From an optimization exercise on the open Yosys and OpenROAD flow, aimed at small area; shortcuts taken in it are not production practice.
The RTL of this run was laid out without a check of its function.
Power figures rest on the tool's default switching activity, not on a simulated workload.

==> design.v <==
module SAL_ARBITER_RR_4TO1
(
    input   wire    [3:0]               act_i
  , input   wire    [1:0]               ptr_i
  , output  logic   [3:0]               pick_o
);
    always_comb begin
        pick_o = 4'b0000;
        case (ptr_i)
            2'd3: begin
                if      (act_i[0]) pick_o[0] = 1'b1;
                else if (act_i[1]) pick_o[1] = 1'b1;
                else if (act_i[2]) pick_o[2] = 1'b1;
                else if (act_i[3]) pick_o[3] = 1'b1;
            end
            2'd0: begin
                if      (act_i[1]) pick_o[1] = 1'b1;
                else if (act_i[2]) pick_o[2] = 1'b1;
                else if (act_i[3]) pick_o[3] = 1'b1;
                else if (act_i[0]) pick_o[0] = 1'b1;
            end
            2'd1: begin
                if      (act_i[2]) pick_o[2] = 1'b1;
                else if (act_i[3]) pick_o[3] = 1'b1;
                else if (act_i[0]) pick_o[0] = 1'b1;
                else if (act_i[1]) pick_o[1] = 1'b1;
            end
            default: begin
                if      (act_i[3]) pick_o[3] = 1'b1;
                else if (act_i[0]) pick_o[0] = 1'b1;
                else if (act_i[1]) pick_o[1] = 1'b1;
                else if (act_i[2]) pick_o[2] = 1'b1;
            end
        endcase
    end
endmodule
module SAL_ARBITER_RR_PTR_NEXT
(
    input   wire                        rst_n
  , input   wire                        upd_i
  , input   wire    [3:0]               pick_i
  , input   wire    [1:0]               ptr_i
  , output  logic   [1:0]               ptr_o
);
    always_comb begin
        if (!rst_n)     ptr_o = 2'd3;
        else if (upd_i) ptr_o = {pick_i[3] | pick_i[2], pick_i[3] | pick_i[1]};
        else            ptr_o = ptr_i;
    end
endmodule
module SAL_ARBITER_RR_LEAF
(
    input   wire                        rst_n
  , input   wire    [3:0]               req_i
  , input   wire    [1:0]               ptr_i
  , input   wire                        sel_i
  , input   wire                        gnt_i
  , output  logic   [3:0]               sel_n_o
  , output  logic   [3:0]               gnt_o
  , output  logic   [1:0]               ptr_o
  , output  logic                       act_o
);
    logic   [3:0]   pick;
    SAL_ARBITER_RR_4TO1 u_pick (.act_i(req_i), .ptr_i(ptr_i), .pick_o(pick));
    assign act_o   = |req_i;
    assign sel_n_o = ~(pick & {4{sel_i}});
    assign gnt_o   = pick & {4{sel_i & gnt_i}};
    SAL_ARBITER_RR_PTR_NEXT u_ptr (.rst_n(rst_n), .upd_i(sel_i & gnt_i), .pick_i(pick), .ptr_i(ptr_i), .ptr_o(ptr_o));
endmodule
module SAL_ARBITER_RR_NODE
(
    input   wire                        rst_n
  , input   wire    [3:0]               act_i
  , input   wire    [1:0]               ptr_i
  , input   wire                        sel_i
  , input   wire                        gnt_i
  , output  logic   [3:0]               sel_o
  , output  logic   [1:0]               ptr_o
  , output  logic                       act_o
);
    logic   [3:0]   pick;
    SAL_ARBITER_RR_4TO1 u_pick (.act_i(act_i), .ptr_i(ptr_i), .pick_o(pick));
    assign act_o = |act_i;
    assign sel_o = pick & {4{sel_i}};
    SAL_ARBITER_RR_PTR_NEXT u_ptr (.rst_n(rst_n), .upd_i(sel_i & gnt_i & act_o), .pick_i(pick), .ptr_i(ptr_i), .ptr_o(ptr_o));
endmodule
module SAL_ARBITER_RR_DMUX
(
    input   wire    [63:0]              d_i
  , input   wire    [63:0]              sel_n_i
  , output  logic                       d_o
);
    assign d_o = &(d_i | sel_n_i);
endmodule
module SAL_ARBITER_RR_64TO1
#(
    parameter   REQ_CNT                 = 64
  , parameter   REQ_CNT_LG2             = $clog2(REQ_CNT)
  , parameter   DATA_WIDTH              = 12
)
(
    input   wire                        clk
  , input   wire                        rst_n
  , input   wire    [REQ_CNT-1:0]       req_arr_i
  , input   wire    [REQ_CNT*DATA_WIDTH-1:0] data_arr_i   
  , output  wire    [REQ_CNT-1:0]       gnt_arr_o
  , output  logic                       req_o
  , output  logic   [DATA_WIDTH-1:0]    data_o
  , input   wire                        gnt_i
);
    logic   [31:0]      leaf_ptr, leaf_ptr_n;    
    logic   [7:0]       mid_ptr, mid_ptr_n;      
    logic   [1:0]       root_ptr, root_ptr_n;
    logic   [15:0]      leaf_act;                
    logic   [3:0]       mid_act;                 
    logic   [3:0]       mid_sel;                 
    logic   [15:0]      leaf_sel;                
    logic   [63:0]      sel_n;                   
    SAL_ARBITER_RR_NODE u_root (
        .rst_n(rst_n), .act_i(mid_act), .ptr_i(root_ptr), .sel_i(1'b1), .gnt_i(gnt_i)
      , .sel_o(mid_sel), .ptr_o(root_ptr_n), .act_o(req_o)
    );
    genvar j, l, b;
    generate
        for (j = 0; j < 4; j = j + 1) begin : g_mid
            SAL_ARBITER_RR_NODE u_mid (
                .rst_n(rst_n), .act_i(leaf_act[4*j +: 4]), .ptr_i(mid_ptr[2*j +: 2])
              , .sel_i(mid_sel[j]), .gnt_i(gnt_i)
              , .sel_o(leaf_sel[4*j +: 4]), .ptr_o(mid_ptr_n[2*j +: 2]), .act_o(mid_act[j])
            );
        end
        for (l = 0; l < 16; l = l + 1) begin : g_leaf
            SAL_ARBITER_RR_LEAF u_leaf (
                .rst_n(rst_n), .req_i(req_arr_i[4*l +: 4]), .ptr_i(leaf_ptr[2*l +: 2])
              , .sel_i(leaf_sel[l]), .gnt_i(gnt_i)
              , .sel_n_o(sel_n[4*l +: 4]), .gnt_o(gnt_arr_o[4*l +: 4])
              , .ptr_o(leaf_ptr_n[2*l +: 2]), .act_o(leaf_act[l])
            );
        end
        for (b = 0; b < DATA_WIDTH; b = b + 1) begin : g_data
            logic [63:0] d;
            for (genvar k = 0; k < 64; k = k + 1) begin : g_k
                assign d[k] = data_arr_i[k*DATA_WIDTH + b];
            end
            SAL_ARBITER_RR_DMUX u_dmux (.d_i(d), .sel_n_i(sel_n), .d_o(data_o[b]));
        end
    endgenerate
    always_ff @(posedge clk) begin
        leaf_ptr <= leaf_ptr_n;
        mid_ptr  <= mid_ptr_n;
        root_ptr <= root_ptr_n;
    end
endmodule
==> flow/run.sh <==
#!/bin/bash
# The standard layout, with every port buffered by the smallest buffer cell
# (buf_1) instead of the cell buffer_ports picks by default.
set -euo pipefail
export BUFFER_PORTS_ARGS="-buffer_cell sky130_fd_sc_hd__buf_1"
bash standard.sh > standard_flow.log 2>&1
==> standard.sh <==
#!/bin/bash
# synth_recipe.tcl (not shown) runs the flow's synth.tcl, then flattens the netlist and writes it again
# the make line also repeats each setting of config.mk as NAME=value (left out here)
make -C /OpenROAD-flow-scripts/flow DESIGN_CONFIG=/design/flow/config.mk WORK_HOME=/design/flow/orfs CLKGATE_MAP_FILE= SYNTH_SCRIPT=/design/flow/synth_recipe.tcl "${@:-finish}"
==> config.mk <==
export PLATFORM = sky130hd
export DESIGN_NAME = SAL_ARBITER_RR_64TO1
export DESIGN_NICKNAME = SAL_ARBITER_RR_64TO1
export VERILOG_FILES = /design/flow/design.v
export SDC_FILE = /design/flow/constraint.sdc
export NUM_CORES = 4
export LEC_CHECK = 0
export CAP_MARGIN = 20
export CORE_AREA = 10 10 260 260
export DIE_AREA = 0 0 270 270
export SLEW_MARGIN = 20
export SYNTH_HIERARCHICAL = 1
==> constraint.sdc <==
create_clock -name core_clock -period 5.5 [get_ports {clk}]
set_input_delay 1.1000 -clock core_clock [delete_from_list [all_inputs] [get_ports {clk}]]
set_output_delay 1.1000 -clock core_clock [all_outputs]
set_load 0.01 [all_outputs]
==> impl_metrics.json <==
{
  "grt_max_degree": 43,
  "ant_nets": 0,
  "cts_made_buffers": 5,
  "ys_seq_elements": 42,
  "fill_cells": 6987,
  "antenna_found_initial": 43,
  "holdPathEnd": "leaf_ptr[19]$_DFF_P_",
  "coreArea_mm2": 0.06183,
  "synth.yosys.seq_area_share": 0.09942,
  "die_area_mm2": 0.07290,
  "cpMostUsedCell": "buf_6",
  "so_faults": "negative setup slack",
  "r2r_end": "root_ptr[0]$_DFF_P_",
  "r2r_cells": 26,
  "crit_path_max_incr_delay_ns": 0.63,
  "die_h_um": 270,
  "syn_inst": 1382,
  "htreeDepth": 2,
  "crit_path_cell_trace": "buf_6, or4_4, or4_4, buf_6, a211oi_2, o31a_1, and2_4, and2_4, buf_6, nand2_4, buf_8, o22ai_4, nor2_4, nand4_1, buf_6, nor4_2, buf_4",
  "routabilityCongestion": 1.034,
  "hold_viol": 0,
  "cts_tree": "yes",
  "area_delta_synth_final_pct": 113.4,
  "max-slew-margin-rel": 0.6227,
  "finalCriticalPeriod_ns": 5.625,
  "startpoint": "req_arr_i[13]",
  "hp-start": "leaf_ptr[19]$_DFF_P_",
  "tightest_slew_ns": 0.5660,
  "clockPowerShare": 0.243,
  "drive_gt1_frac": 0.2461,
  "drt_iter0_markers": 1821,
  "peakVddDrop_v": 0.0001037,
  "yosys.area.top_type": "o22ai_1",
  "pin_count": 912,
  "path_buf_inv": 6,
  "cts_sinks": 42,
  "hold_depth": 2,
  "cp_slowest_cell": "or4_4",
  "reg2reg_setup_slack_ns": 1.46,
  "fmax_mhz": 177.8,
  "drt-total-wl_um": 112900,
  "yosysTopAreaCellShare": 0.2841,
  "synth_area_mm2": 0.008457,
  "arrival_ns": 4.52,
  "cts_buffer_depth": 2,
  "root_buffer": "clkbuf_16",
  "switching_share": 0.4169,
  "power-per-cell-area_mw_per_mm2": 79.36,
  "async_flop_share": 0,
  "status": "complete, but fails checks",
  "p_leak_nw": 7.212,
  "r2r-start": "root_ptr[0]$_DFF_P_",
  "globalRoute.totalOverflow": 0,
  "yosysMostFrequentCell": "o22ai_1",
  "final_util": 0.2919,
  "p_int_mw": 0.8352,
  "fp-row-count": 91,
  "avgViaCountPerCell": 5.197,
  "dp_slack_ns": -0.9346,
  "ys_warn_count": 9,
  "final_nets": 3495,
  "ff_latch_area_um2": 840.8,
  "drc": 0,
  "endpoint_kind": "output port",
  "multi_input_area_mm2": 0.008691,
  "worst_slack_ns": -0.1245,
  "ys.flop_type": "dfxtp_1",
  "hpwl_um": 98990,
  "drv_cap": 0,
  "critPathKind": "in -> out",
  "syn_avg_cell_area_um2": 6.119,
  "hold_path_class": "reg -> reg",
  "first_pass_iters": 5,
  "wl_per_cell_um": 32.07,
  "synth_cell_type_count": 24,
  "clock_skew_ns": 0.01296,
  "io_buffers": 911,
  "initial_utilization": 0.1368,
  "cp.required_ns": 4.40,
  "period_share": 1.023,
  "grt_pass1_vias": 17920,
  "worst-path-max-fanout": 6,
  "synth_area_leaders": "o22ai_1, nor2_1, dfxtp_1",
  "die_width_um": 270,
  "setup_viol": 12,
  "power_frac_seq": 0.223,
  "power.switching_mw": 0.5971,
  "grt_usage": 0.2879,
  "slew_violations": 0,
  "synth_common_cells": "o22ai_1, nor2_1, nand2_1",
  "grt_pass1_wl_um": 148300,
  "rsz0062_at_grt": "true",
  "clkLatencyLatePin_ns": 0.33,
  "synth_edf_count": 0,
  "comb_power_share": 0.534,
  "cp-start-kind": "input port",
  "critPathTopFamily": "simple AND/OR/NAND/NOR gates",
  "via_count": 18300,
  "cts.clk_slew.worst_paths_ns": 0.08
}
-- state kept, by name (all words and copies together) (netlist names) --
| signal | flops |
|---|---|
| mid_ptr | 8 |
| root_ptr | 2 |
| leaf_ptr | 32 |
-- power groups by stage --
stage / sequential, mW / clock [mW] / combinational, mW
floorplan: 0.322 / 0 / 0.164
global placement: 0.325 / 0 / 0.680
detailed placement: 0.325 / 0 / 0.678
CTS: 0.319 / 0.365 / 0.731
global route: 0.320 / 0.368 / 0.807
finish: 0.319 / 0.348 / 0.765
-- cell usage in the layout (no fill, tap or decap), types with 8 or more instances in the layout --
| cell type | synthesis | final |
|---|---|---|
| o22ai_2 | 0 | 58 |
| and2_1 | 36 | 16 |
| o21ai_1 | 42 | 42 |
| and3_1 | 111 | 109 |
| buf_2 | 0 | 8 |
| and2_4 | 0 | 20 |
| o31a_1 | 21 | 21 |
| nand2_4 | 0 | 13 |
| nor2_1 | 273 | 251 |
| inv_2 | 21 | 21 |
| nor3b_1 | 42 | 41 |
| nand2_1 | 127 | 94 |
| a21oi_1 | 21 | 20 |
| o22ai_4 | 0 | 15 |
| dfxtp_1 | 42 | 42 |
| nand2b_1 | 21 | 21 |
| diode_2 | 0 | 22 |
| nand2_2 | 0 | 19 |
| nor2b_1 | 42 | 40 |
| a211oi_2 | 21 | 21 |
| buf_6 | 0 | 57 |
| o22ai_1 | 384 | 311 |
| nor2_2 | 0 | 18 |
| o21a_1 | 21 | 21 |
| buf_4 | 0 | 247 |
| buf_1 | 0 | 886 |
| nor4_2 | 12 | 15 |
| o21ai_0 | 42 | 40 |
| buf_12 | 0 | 55 |
| or4_4 | 5 | 18 |
| a21o_2 | 21 | 20 |
| nand4_1 | 36 | 36 |
-- how the worst max path moves through the flow --
| stage | slack [ns] | depth (start not counted) | endpoint |
|---|---|---|---|
| after floorplan | 0.62 | 10 | data_o[0] |
| after global placement | -0.97 | 14 | data_o[2] |
| after detailed placement | -0.93 | 14 | data_o[2] |
| after CTS | -0.16 | 14 | data_o[0] |
| after global routing | -0.21 | 17 | data_o[11] |
| final | -0.12 | 17 | data_o[11] |
-- cell families (layout without fill, tap and decap cells) --
| family | count (synthesis) | count (layout) | share of synthesized area |
|---|---|---|---|
| compound gates | 573 | 573 | 0.4394 |
| other cells | 1 | 27 | 0.0004434 |
| simple gates | 745 | 745 | 0.4514 |
| flops | 42 | 42 | 0.09942 |
| buf+inv | 21 | 1296 | 0.009321 |
-- layout make-up --
| class | instances | share of cell area |
|---|---|---|
| timing repair buffer | 1267 | 0.3985 |
| tap | 837 | 0.05802 |
| clock inverter | 2 | 0.0007626 |
| inverter | 21 | 0.004367 |
| clock buffer | 6 | 0.007140 |
| antenna | 22 | 0.003050 |
| multi-input combinational | 1323 | 0.4815 |
| sequential | 42 | 0.04659 |
-- modules after synthesis (local to each module, per instance) --
module                   times used  cell area [um2]
SAL_ARBITER_RR_64TO1              1            844.6
SAL_ARBITER_RR_DMUX              12            295.3
SAL_ARBITER_RR_LEAF              16            53.80
SAL_ARBITER_RR_PTR_NEXT          21            32.53
SAL_ARBITER_RR_NODE               5            42.54
SAL_ARBITER_RR_4TO1              21            110.1
-- worst reg2reg max path, stage by stage, from the launching register on --
cell     delay [ns]
dfxtp_1        0.58
nor2_1         0.10
o31a_1         0.31
buf_4          0.13
buf_4          0.12
buf_4          0.13
buf_4          0.12
buf_4          0.12
buf_4          0.13
buf_4          0.12
buf_4          0.12
buf_4          0.12
buf_4          0.12
buf_4          0.13
buf_4          0.12
buf_4          0.12
buf_4          0.12
buf_4          0.12
buf_4          0.12
buf_4          0.12
buf_4          0.12
buf_4          0.12
buf_4          0.12
buf_4          0.12
buf_4          0.12
nor3b_2        0.17
o21ai_1        0.08
-- routing by layer --
layer	vias to the layer above	track usage	routed length, um
li1	8096	-	-
met1	8654	0.3355	41970
met2	1318	0.4979	54770
met3	217	0.07169	11480
met4	10	0.1127	4600
met5	-	0	66
-- metrics by stage --
stage / TNS, ns / cell area (um2) / total power, mW / cells / hold WS (ns)
2_1_floorplan: 0 / 8472 / 0.4862 / 1386 / 0.5394
6_report: -0.8261 / 18050 / 1.432 / 3520 / 0.5907
4_1_cts: -1.272 / 17340 / 1.415 / 3495 / 0.5854
3_3_place_gp: -9.698 / 15950 / 1.006 / 3440 / 0.5720
5_1_grt: -1.782 / 18030 / 1.495 / 3511 / 0.6270
3_5_place_dp: -9.056 / 15950 / 1.003 / 3440 / 0.5741
-- repair_timing --
| action | 4_1_cts | 5_1_grt |
|---|---|---|
| gates cloned | 4 | 3 |
| buffers inserted | 48 | 7 |
| hold buffers | 0 | 0 |
| pin swaps | 65 | 67 |
| gates resized for setup | 207 | 127 |
| setup endpoints to repair | 21 | 13 |

==> static timing again, ports no longer ideal <==
In the flow no input, the clock included, has a driving cell. The finished layout below was timed again as built, in two steps. Step 1 (the two cells are an assumption about what drives the block):
set clk [get_ports {clk}]
set_driving_cell -lib_cell sky130_fd_sc_hd__clkbuf_16 $clk
set_driving_cell -lib_cell sky130_fd_sc_hd__buf_2 [delete_from_list [all_inputs] $clk]
Step 2 times the ports against the registers' clock, not the clock port: input delays grow and output delays shrink by t, the midpoint of the rising clock arrivals with the driver on. a / b / c = no drivers / after step 1 / after step 2; a / b = the first two.
t, ns: 0.379
setup WS [ns]: -0.125 / -0.181 / -0.202
worst setup path at the end: input to register
pins driven straight from the clock port: 1
For this run, drivers alone change the setup slack by -0.056 ns; drivers and shift together by -0.077 ns.
